From an optimization exercise on the open Yosys and OpenROAD flow, aimed at small area, a short achievable clock period and few clock cycles per item; shortcuts taken in it are not production practice.
Only simulation tests tie the RTL to the original design; equivalence was not proved.

run G:
==> flow/design.v (excerpt) <==
module fp_top
#(
    parameter fp_pkg::fp_format_e  FP_FORMAT   = fp_pkg::FP32,
    parameter fp_pkg::int_format_e INT_FORMAT  = fp_pkg::INT32,
    parameter logic        RISCV_MODE  = 1'b0
)
(
    input clk_i,
    input rst_i,
    input start_i,
    output logic ready_o,
    input [63:0] a_i,
    input [63:0] b_i,
    input [63:0] c_i,
    input fp_pkg::roundmode_e rnd_i,
    input fp_pkg::float_op_e op_i,
    input [1:0] op_modify_i,
    output logic [63:0] result_o,
    output logic valid_o,
    output fp_pkg::status_t flags_o
);
Settings: LEC_CHECK=0, ABC_AREA=1, CAP_MARGIN=20, CORE_MARGIN=2, CORE_UTILIZATION=40, SETUP_SLACK_MARGIN=5, SLEW_MARGIN=20; clock period 20.0 ns.
run.sh (not shown) runs the stock make flow with config.mk's settings and CLKGATE_MAP_FILE= SYNTH_SCRIPT=/design/flow/synth_recipe.tcl, a recipe that flattens the netlist after the stock synthesis.
Run G completed every stage of the flow, and the final layout passed the timing, DRC and antenna checks.
Testbench counts of run G, summed over its fixed seeds: cycles 35,466, ops 24,000.
Input-level comparison between run A and run G:
--- a/flow/design.v
+++ b/flow/design.v
@@ -867,16 +867,21 @@
 assign lt = exp_lt | (exp_eq & mant_lt);
 assign exp_diff = lt? (b_decoded.exp - a_decoded.exp)
                     : (a_decoded.exp - b_decoded.exp);
 assign shifted_mant = lt? ({{a_info.is_normal, a_decoded.mant},{fp_pkg::GUARD_BITS{1'b0}}} >> (denormalA ? exp_diff - 1 : exp_diff))
                         : ({{b_info.is_normal, b_decoded.mant},{fp_pkg::GUARD_BITS{1'b0}}} >> (denormalB ? exp_diff - 1 : exp_diff));
 assign bigger_mant = lt? {b_info.is_normal, b_decoded.mant} : {a_info.is_normal, a_decoded.mant};
 assign urpr_s = lt? sub_i ^ b_decoded.sign : a_decoded.sign;
-assign urpr_mant = (a_decoded.sign ^ (sub_i ^ b_decoded.sign))? ({1'b0, bigger_mant,{fp_pkg::GUARD_BITS{1'b0}},1'b0} - {1'b0,shifted_mant,stickybit})
-                                                            : ({1'b0, bigger_mant,{fp_pkg::GUARD_BITS{1'b0}},1'b0} + {1'b0,shifted_mant,stickybit});
+ks_addsub #(.W(MANT_WIDTH + fp_pkg::GUARD_BITS + 3)) addsub_inst
+(
+    .x_i({1'b0, bigger_mant,{fp_pkg::GUARD_BITS{1'b0}},1'b0}),
+    .y_i({1'b0,shifted_mant,stickybit}),
+    .sub_i(a_decoded.sign ^ (sub_i ^ b_decoded.sign)),
+    .s_o(urpr_mant)
+);
 assign urpr_exp = lt? b_decoded.exp : a_decoded.exp;
 logic [$clog2(FP_WIDTH)-1:0] shamt;
 lzc #(.WIDTH(MANT_WIDTH+fp_pkg::GUARD_BITS)) lzc_inst
 (
     .a_i(urpr_mant[MANT_WIDTH + fp_pkg::GUARD_BITS + 1 : fp_pkg::GUARD_BITS - 1]),
     .cnt_o(shamt),
     .zero_o()
@@ -1200,14 +1205,51 @@
 assign urnd.u_result = result_o;
 assign urnd.rs = rs_o;
 assign urnd.round_en = round_en_o;
 assign urnd.invalid = invalid_i;
 assign urnd.exp_cout = exp_cout_o;
 assign urnd_result_o = urnd;
 endmodule
+module ks_addsub
+#(
+    parameter int W = 29
+)
+(
+    input  [W-1:0] x_i,
+    input  [W-1:0] y_i,
+    input          sub_i,
+    output [W-1:0] s_o
+);
+localparam int L = $clog2(W);
+logic [W-1:0] yy;
+logic [W-1:0] p0;
+logic [W-1:0] g0;
+assign yy = y_i ^ {W{sub_i}};
+assign p0 = x_i ^ yy;
+assign g0 = x_i & yy;
+logic [W-1:0] p [0:L];
+logic [W-1:0] g [0:L];
+assign p[0] = p0;
+assign g[0] = {g0[W-1:1], g0[0] | (p0[0] & sub_i)};
+genvar l, j;
+generate
+    for (l = 0; l < L; l++) begin : g_lvl
+        for (j = 0; j < W; j++) begin : g_bit
+            if (j >= (1 << l)) begin : g_op
+                assign g[l+1][j] = g[l][j] | (p[l][j] & g[l][j - (1 << l)]);
+                assign p[l+1][j] = p[l][j] & p[l][j - (1 << l)];
+            end else begin : g_pass
+                assign g[l+1][j] = g[l][j];
+                assign p[l+1][j] = p[l][j];
+            end
+        end
+    end
+endgenerate
+assign s_o = p0 ^ {g[L][W-2:0], sub_i};
+endmodule
 module fp_mul_head
 #(
     parameter fp_pkg::fp_format_e FP_FORMAT = fp_pkg::FP32
 )
 (
     input  [31:0] a_i,
     input  [31:0] b_i,
### Flow results
In run A the implementation completed, yet the final layout does not meet the checks, the culprit being max-capacitance violations, max-slew violations. Run A vs. run G: non-clock buffer count went up 8.4%, fraction of area in clock buffers and inverters held. Diff run A..run G | die outline width | negligible. Summary of run A over run G: worst reg-to-reg path cell count grew by 3, final area held steady. Compare run A and run G | adder-cell share of the synthesized area higher: run G. Taking run A as 1.0, run G lands at 1.08 on critical path depth. Changes observed in run A relative to run G: initial standard-cell utilization of the core shows no meaningful change, maximum fanout along the worst path shows a reduction of 12. There was hardly any difference in cell count between run A and run G. The setup slack of run A is higher than that of run G. Re total of endpoints with negative setup slack in the final report: no difference whatsoever between run G and run A.
Testbench counts of run A, summed over its fixed seeds: cycles 35,466, ops 24,000.

---

Another version of the RTL of fp_top (not shown whole).
Size in the first run: about 120,000 um2 of cells after synthesis.
export LEC_CHECK = 0
export CAP_MARGIN = 20
export CORE_MARGIN = 2
export CORE_UTILIZATION = 48
export SETUP_SLACK_MARGIN = 5
export SLEW_MARGIN = 20
export SYNTH_HIERARCHICAL = 1
export SYNTH_MINIMUM_KEEP_SIZE = 200
create_clock -name core_clock -period 20.0 [get_ports {clk_i}]
Testbench counts at the start, summed over its fixed seeds: cycles 35,466, ops 24,000.
==> next run, changes <==
--- a/flow/design.v
+++ b/flow/design.v
@@ -730,30 +730,32 @@
         new_stickybit = 1'b0;
     else if($signed(stickyindex) > $signed(MANT_WIDTH))
         new_stickybit = compressed_mant[MANT_WIDTH];
     else
         new_stickybit = compressed_mant[stickyindex];
 assign rnd_result_o.result = out_o;
 assign rnd_result_o.flags = flags_o;
 endmodule
 module fp_add_head
+#(
+    parameter fp_pkg::fp_format_e FP_FORMAT = fp_pkg::FP32
+)
 (
     input  [31:0] a_i,
     input  [31:0] b_i,
     input         sub_i,
     input  fp_pkg::roundmode_e rnd_i,
     output logic        sign_o,
     output logic [28:0] urpr_mant_o,
     output logic [7:0]  urpr_exp_o,
     output logic [4:0]  shamt_o,
     output logic        sticky_o
 );
-localparam fp_pkg::fp_format_e FP_FORMAT = fp_pkg::FP32;
 localparam int unsigned FP_WIDTH   = fp_pkg::fp_width(FP_FORMAT);
 localparam int unsigned EXP_WIDTH  = fp_pkg::exp_bits(FP_FORMAT);
 localparam int unsigned MANT_WIDTH = fp_pkg::man_bits(FP_FORMAT);
 localparam R_IND = {1'b1, {EXP_WIDTH{1'b1}}, 1'b1, {MANT_WIDTH-1{1'b0}}};
 function logic sign(input logic [FP_WIDTH-1:0] val);
     sign = val[FP_WIDTH-1];
 endfunction
 function logic [EXP_WIDTH-1:0] exp(input logic [FP_WIDTH-1:0] val);
     exp = val[FP_WIDTH-2-:EXP_WIDTH];
@@ -1197,26 +1199,28 @@
 end
 assign urnd.u_result = result_o;
 assign urnd.rs = rs_o;
 assign urnd.round_en = round_en_o;
 assign urnd.invalid = invalid_i;
 assign urnd.exp_cout = exp_cout_o;
 assign urnd_result_o = urnd;
 endmodule
 module fp_mul_head
+#(
+    parameter fp_pkg::fp_format_e FP_FORMAT = fp_pkg::FP32
+)
 (
     input  [31:0] a_i,
     input  [31:0] b_i,
     output logic [47:0] prod_o,      
     output logic [9:0]  expa_o,      
     output logic [9:0]  expb_o       
 );
-localparam fp_pkg::fp_format_e FP_FORMAT = fp_pkg::FP32;
 localparam int unsigned FP_WIDTH   = fp_pkg::fp_width(FP_FORMAT);
 localparam int unsigned EXP_WIDTH  = fp_pkg::exp_bits(FP_FORMAT);
 localparam int unsigned MANT_WIDTH = fp_pkg::man_bits(FP_FORMAT);
 localparam int unsigned BIAS       = (2**(EXP_WIDTH-1)-1);
 function logic sign(input logic [FP_WIDTH-1:0] val);
     sign = val[FP_WIDTH-1];
 endfunction
 function logic [EXP_WIDTH-1:0] exp(input logic [FP_WIDTH-1:0] val);
     exp = val[FP_WIDTH-2-:EXP_WIDTH];
@@ -5962,19 +5966,19 @@
     end
 end
 logic add_done;
 assign add_done = add_start;
 logic        add_sign;
 logic [28:0] add_urpr_mant;
 logic [7:0]  add_urpr_exp;
 logic [4:0]  add_shamt;
 logic        add_sticky;
-fp_add_head fp_add_head_inst
+fp_add_head #(.FP_FORMAT(FP_FORMAT)) fp_add_head_inst
 (
     .a_i(a_fp),
     .b_i(b_fp),
     .sub_i(op_modify_i == 2'b01),
     .rnd_i(rnd_i),
     .sign_o(add_sign),
     .urpr_mant_o(add_urpr_mant),
     .urpr_exp_o(add_urpr_exp),
     .shamt_o(add_shamt),
@@ -5993,19 +5997,19 @@
     add_sticky_q    <= add_sticky;
 end
 logic mul_done;
 assign mul_done = mul_start;
 logic [FP_WIDTH-1:0] m_a_fp;
 assign m_a_fp = {a_fp[FP_WIDTH-1] ^ ((op_i == fp_pkg::FMADD) & op_modify_i[1]), a_fp[FP_WIDTH-2:0]};
 logic [47:0] m_prod;
 logic [9:0]  m_expa;
 logic [9:0]  m_expb;
-fp_mul_head fp_mul_head_inst
+fp_mul_head #(.FP_FORMAT(FP_FORMAT)) fp_mul_head_inst
 (
     .a_i(m_a_fp),
     .b_i(b_fp),
     .prod_o(m_prod),
     .expa_o(m_expa),
     .expb_o(m_expb)
 );
 logic [47:0] m_prod_q;
 logic [9:0]  m_expa_q;
What happened:
- via count climbs by 0.89%
- worst setup slack loses 0.37 ns
- first-iteration DRC count climbs by 16%
- register-to-register slack loses 0.37 ns
- routed wire length climbs by 7.3%
- critical path depth climbs by 6
- cell count drops by 4.1%
- area after synthesis drops by 5.0%
- global-route usage climbs by 5.4 points
- utilization climbs by 1.6 points
- cell area drops by 2.4%
- non-clock buffer count climbs by 86
Testbench counts after the change, summed over its fixed seeds: cycles 35,466, ops 24,000.

-- port drivers added, routing unchanged --
The results above use ideal ports. As a check the final layouts listed here were re-extracted and re-timed, cells and wires unchanged.
Step 1 sets driving cells, clkbuf_16 on the clock port and buf_2 on the other inputs (assumed; they add their load-dependent delay and slew).
Step 2 adds t to the input delays and takes it off the output delays; t is the mean of the earliest and latest rising clock arrival at the registers after step 1. Input paths then give back, and output paths get back, about the clock's delay inside the block.
a / b / c = no drivers / after step 1 / after step 2; a / b = the first two.
run	t (ns)	setup slack, ns	clock arrival spread, ns	worst data-port slew with drivers (ns)
run G	0.902	5.199 / 5.096 / 4.718	0.090 / 0.090	0.15
run A	0.915	5.257 / 5.157 / 4.677	0.101 / 0.101	0.25
the first run of note 2	0.831	5.247 / 5.169 / 4.709	0.059 / 0.060	0.15
the second run of note 2	0.853	4.881 / 4.881 / 4.469	0.049 / 0.049	0.27
For run A, which loses most, drivers alone change the setup slack by -0.100 ns; drivers and shift together by -0.580 ns.
